This design comes from an exercise in tuning for small area, a short achievable clock period and few clock cycles per item on the open sky130 flow, not from production work.
Function was checked by simulation only, so behaviour that the tests miss may differ from the original.
Power and IR drop assume default switching activity.

== lagoon ==
Design ysyx_22040228divunit, start of the top module:
module ysyx_22040228divunit (
    input        wire                                       clk               ,
    input        wire                                       rst               ,
    input        wire    [63:0]                             op1_i             ,
    input        wire    [63:0]                             op2_i             ,
    input        wire    [7 :0]                             inst_opcode_i     ,
    input        wire                                       div_ready         ,
    output       wire    [63:0]                             div_rem_data      ,
    output       wire                                       div_finish
);
ysyx_22040228divider divider2 (
    .clk              (clk            ) ,
    .rst              (rst            ) ,
    .dividend         (op1_i          ) ,
    .diviser          (op2_i          ) ,
    .inst_opcode      (inst_opcode_i  ) ,
    .div_ready        (div_ready      ) ,
    .div_rem_data     (div_rem_data   ) ,
    .div_finish       (div_finish     )
);
endmodule
==> flow/config.mk <==
export PLATFORM = sky130hd
export DESIGN_NAME = ysyx_22040228divunit
export DESIGN_NICKNAME = ysyx_22040228divunit
export VERILOG_FILES = /design/flow/design.v
export SDC_FILE = /design/flow/constraint.sdc
export NUM_CORES = 4
export LEC_CHECK = 0
export CAP_MARGIN = 20
export CORE_MARGIN = 2
export CORE_UTILIZATION = 40
export CTS_BUF_LIST = sky130_fd_sc_hd__clkbuf_4 sky130_fd_sc_hd__clkbuf_8
export PLACE_DENSITY = 0.6
export SETUP_SLACK_MARGIN = 1.5
export SLEW_MARGIN = 20
export TNS_END_PERCENT = 5
==> flow/constraint.sdc <==
create_clock -name core_clock -period 5.5 [get_ports {clk}]
set_input_delay 1.1000 -clock core_clock [delete_from_list [all_inputs] [get_ports {clk}]]
set_output_delay 1.1000 -clock core_clock [all_outputs]
set_load 0.01 [all_outputs]
standard.sh (not shown) runs the stock make flow with config.mk's settings and CLKGATE_MAP_FILE= SYNTH_SCRIPT=/design/flow/synth_recipe.tcl, a recipe that flattens the netlist after the stock synthesis.
==> flow/flow/run.sh <==
#!/bin/bash
# The standard layout (standard.sh), with one change: the buffers that
# the flow puts on every input and output port are the smallest buffer cell
# (sky130_fd_sc_hd__buf_1) rather than the one the resizer picks. The full
# output of the flow goes to flow_standard.log in the folder this runs in.
set -e
export BUFFER_PORTS_ARGS="-buffer_cell sky130_fd_sc_hd__buf_1"
bash standard.sh > flow_standard.log 2>&1
Testbench counts of lagoon, summed over its fixed seeds: cycles 41,156, items 3,200.
The following lists how fjord was set up differently from lagoon:
Settings: swapping sky130_fd_sc_hd__clkbuf_4 sky130_fd_sc_hd__clkbuf_8 for sky130_fd_sc_hd__clkbuf_8 sky130_fd_sc_hd__clkbuf_16 in CTS_BUF_LIST; putting CTS_CLUSTER_SIZE at 40 where nothing was set; putting CTS_CLUSTER_DIAMETER at 80 where nothing was set.
--- outcome ---
Total power: fjord below lagoon. Going from lagoon to fjord, count of vias placed by the detailed router shrinks by 169. Final critical-path setup slack came out higher on fjord than on lagoon. On register-to-register setup slack, lagoon loses to fjord. Comparing area growth from synthesis to layout for lagoon and fjord, the smaller number came from fjord. Combinational share of power (fjord over lagoon): increase, 2.8 points. Route | fjord vs lagoon | wire shorter in fjord. Fraction of met3 tracks used by global routing for fjord: 0.65 points down relative to lagoon. Count of cell instances traversed by the critical path delta for fjord relative to lagoon: 1 lower.
diff inputs: fjord => zinc
Settings: CTS_CLUSTER_DIAMETER: 80 -> unset; SETUP_SLACK_MARGIN: 1.5 -> 2.0; CTS_BUF_LIST: sky130_fd_sc_hd__clkbuf_8 sky130_fd_sc_hd__clkbuf_16 -> unset; CTS_CLUSTER_SIZE: 40 -> unset.
==> flow/run.sh (new file) <==
#!/bin/bash
# synth_recipe.tcl (not shown) runs the flow's synth.tcl, then flattens the netlist and writes it again
# the make line also repeats each setting of config.mk as NAME=value (left out here)
make -C /OpenROAD-flow-scripts/flow DESIGN_CONFIG=/design/flow/config.mk WORK_HOME=/design/flow/orfs CLKGATE_MAP_FILE= SYNTH_SCRIPT=/design/flow/synth_recipe.tcl finish
removed: flow/flow/run.sh
removed: flow/standard.sh
## What came out
- zinc — global-route track usage on met3 0.85 points higher, fjord as reference
- Delta (zinc minus fjord): relative area change from synthesis to final layout up 18 points; count of vias placed by the detailed router moved up.
Relative to zinc, the following input files were edited for xenon:
Settings: a change of SETUP_SLACK_MARGIN from 2.0 to 1.7; an added CTS_BUF_LIST of sky130_fd_sc_hd__clkbuf_8 sky130_fd_sc_hd__clkbuf_16; an added CTS_CLUSTER_DIAMETER of 80; an added CTS_CLUSTER_SIZE of 40.
==> flow/flow/run.sh (new file) <==
#!/bin/bash
# The standard layout (standard.sh), with one change: the buffers that
# the flow puts on every input and output port are the smallest buffer cell
# (sky130_fd_sc_hd__buf_1) rather than the one the resizer picks. The full
# output of the flow goes to flow_standard.log in the folder this runs in.
set -e
export BUFFER_PORTS_ARGS="-buffer_cell sky130_fd_sc_hd__buf_1"
bash standard.sh > flow_standard.log 2>&1
==> flow/standard.sh (new file) <==
#!/bin/bash
# synth_recipe.tcl (not shown) runs the flow's synth.tcl, then flattens the netlist and writes it again
# the make line also repeats each setting of config.mk as NAME=value (left out here)
make -C /OpenROAD-flow-scripts/flow DESIGN_CONFIG=/design/flow/config.mk WORK_HOME=/design/flow/orfs CLKGATE_MAP_FILE= SYNTH_SCRIPT=/design/flow/synth_recipe.tcl "${@:-finish}"
removed: flow/run.sh
[summary]
Result for zinc and xenon: all clean. Diff zinc and xenon: final worst slack lower in xenon. Delta (xenon minus zinc): overall track demand over capacity in global routing lost 0.62 points, reported leakage power lost 12%, total power of the final layout lost 8.8%. Uppermost signal routing layer after detailed routing = met5: xenon; uppermost signal routing layer after detailed routing = met4: zinc.
Setup changes, xenon to garnet
Settings: CTS_CLUSTER_DIAMETER no longer set, was 80; SETUP_SLACK_MARGIN now 1.2, was 1.7; CTS_BUF_LIST no longer set, was sky130_fd_sc_hd__clkbuf_8 sky130_fd_sc_hd__clkbuf_16; CTS_CLUSTER_SIZE no longer set, was 40.
==> flow/run.sh (new file) <==
#!/bin/bash
# synth_recipe.tcl (not shown) runs the flow's synth.tcl, then flattens the netlist and writes it again
# the make line also repeats each setting of config.mk as NAME=value (left out here)
make -C /OpenROAD-flow-scripts/flow DESIGN_CONFIG=/design/flow/config.mk WORK_HOME=/design/flow/orfs CLKGATE_MAP_FILE= SYNTH_SCRIPT=/design/flow/synth_recipe.tcl finish
removed: flow/flow/run.sh
removed: flow/standard.sh
--- outcome ---
In garnet relative to xenon, number of standard cells in the final layout excluding fillers had gone down slightly.
divider2.R[24] as the end of the critical path was reported by garnet, and divider2.R[54] by xenon.
A top layer used by detailed routing of met5 is what xenon shows, while met4 belongs to garnet.
garnet improves on xenon in via count.
Of garnet and xenon, the higher first-pass iteration count of the detailed router belongs to xenon.

==> port drivers added, routing unchanged <==
The flow's constraints put no driver on any port. The routed layouts listed below were extracted and timed again, unchanged, in two steps.
Step 1 sets driving cells, clkbuf_16 on the clock port and buf_2 on the other inputs (assumed; they add their load-dependent delay and slew).
Step 2 adds t to the input delays and takes it off the output delays; t is the mean of the earliest and latest rising clock arrival at the registers after step 1. Input paths then give back, and output paths get back, about the clock's delay inside the block.
Slacks: ideal ports / drivers / drivers and shift; pairs: ideal ports / drivers.
| run | shift t [ns] | slack for setup (ns) | hold slack, ns | worst slew at a driven data input, ns | cell pins on the clock port's net |
|---|---|---|---|---|---|
| lagoon | 0.641 | 1.399 / 1.399 / 0.927 | 0.476 / 0.476 / 0.476 | 0.11 | 1 |
| fjord | 0.564 | 1.556 / 1.556 / 1.131 | 0.477 / 0.477 / 0.477 | 0.09 | 1 |
| zinc | 0.621 | 1.712 / 1.712 / 1.430 | 0.473 / 0.473 / 0.473 | 0.08 | 1 |
| xenon | 0.567 | 1.670 / 1.670 / 1.248 | 0.479 / 0.479 / 0.479 | 0.09 | 1 |
| garnet | 0.619 | 1.239 / 1.239 / 0.697 | 0.466 / 0.466 / 0.466 | 0.08 | 1 |
After both steps setup and hold are still met in every run listed. The setup slack of garnet, which loses most, moves by 0.000 ns with the drivers and by -0.542 ns with both steps.
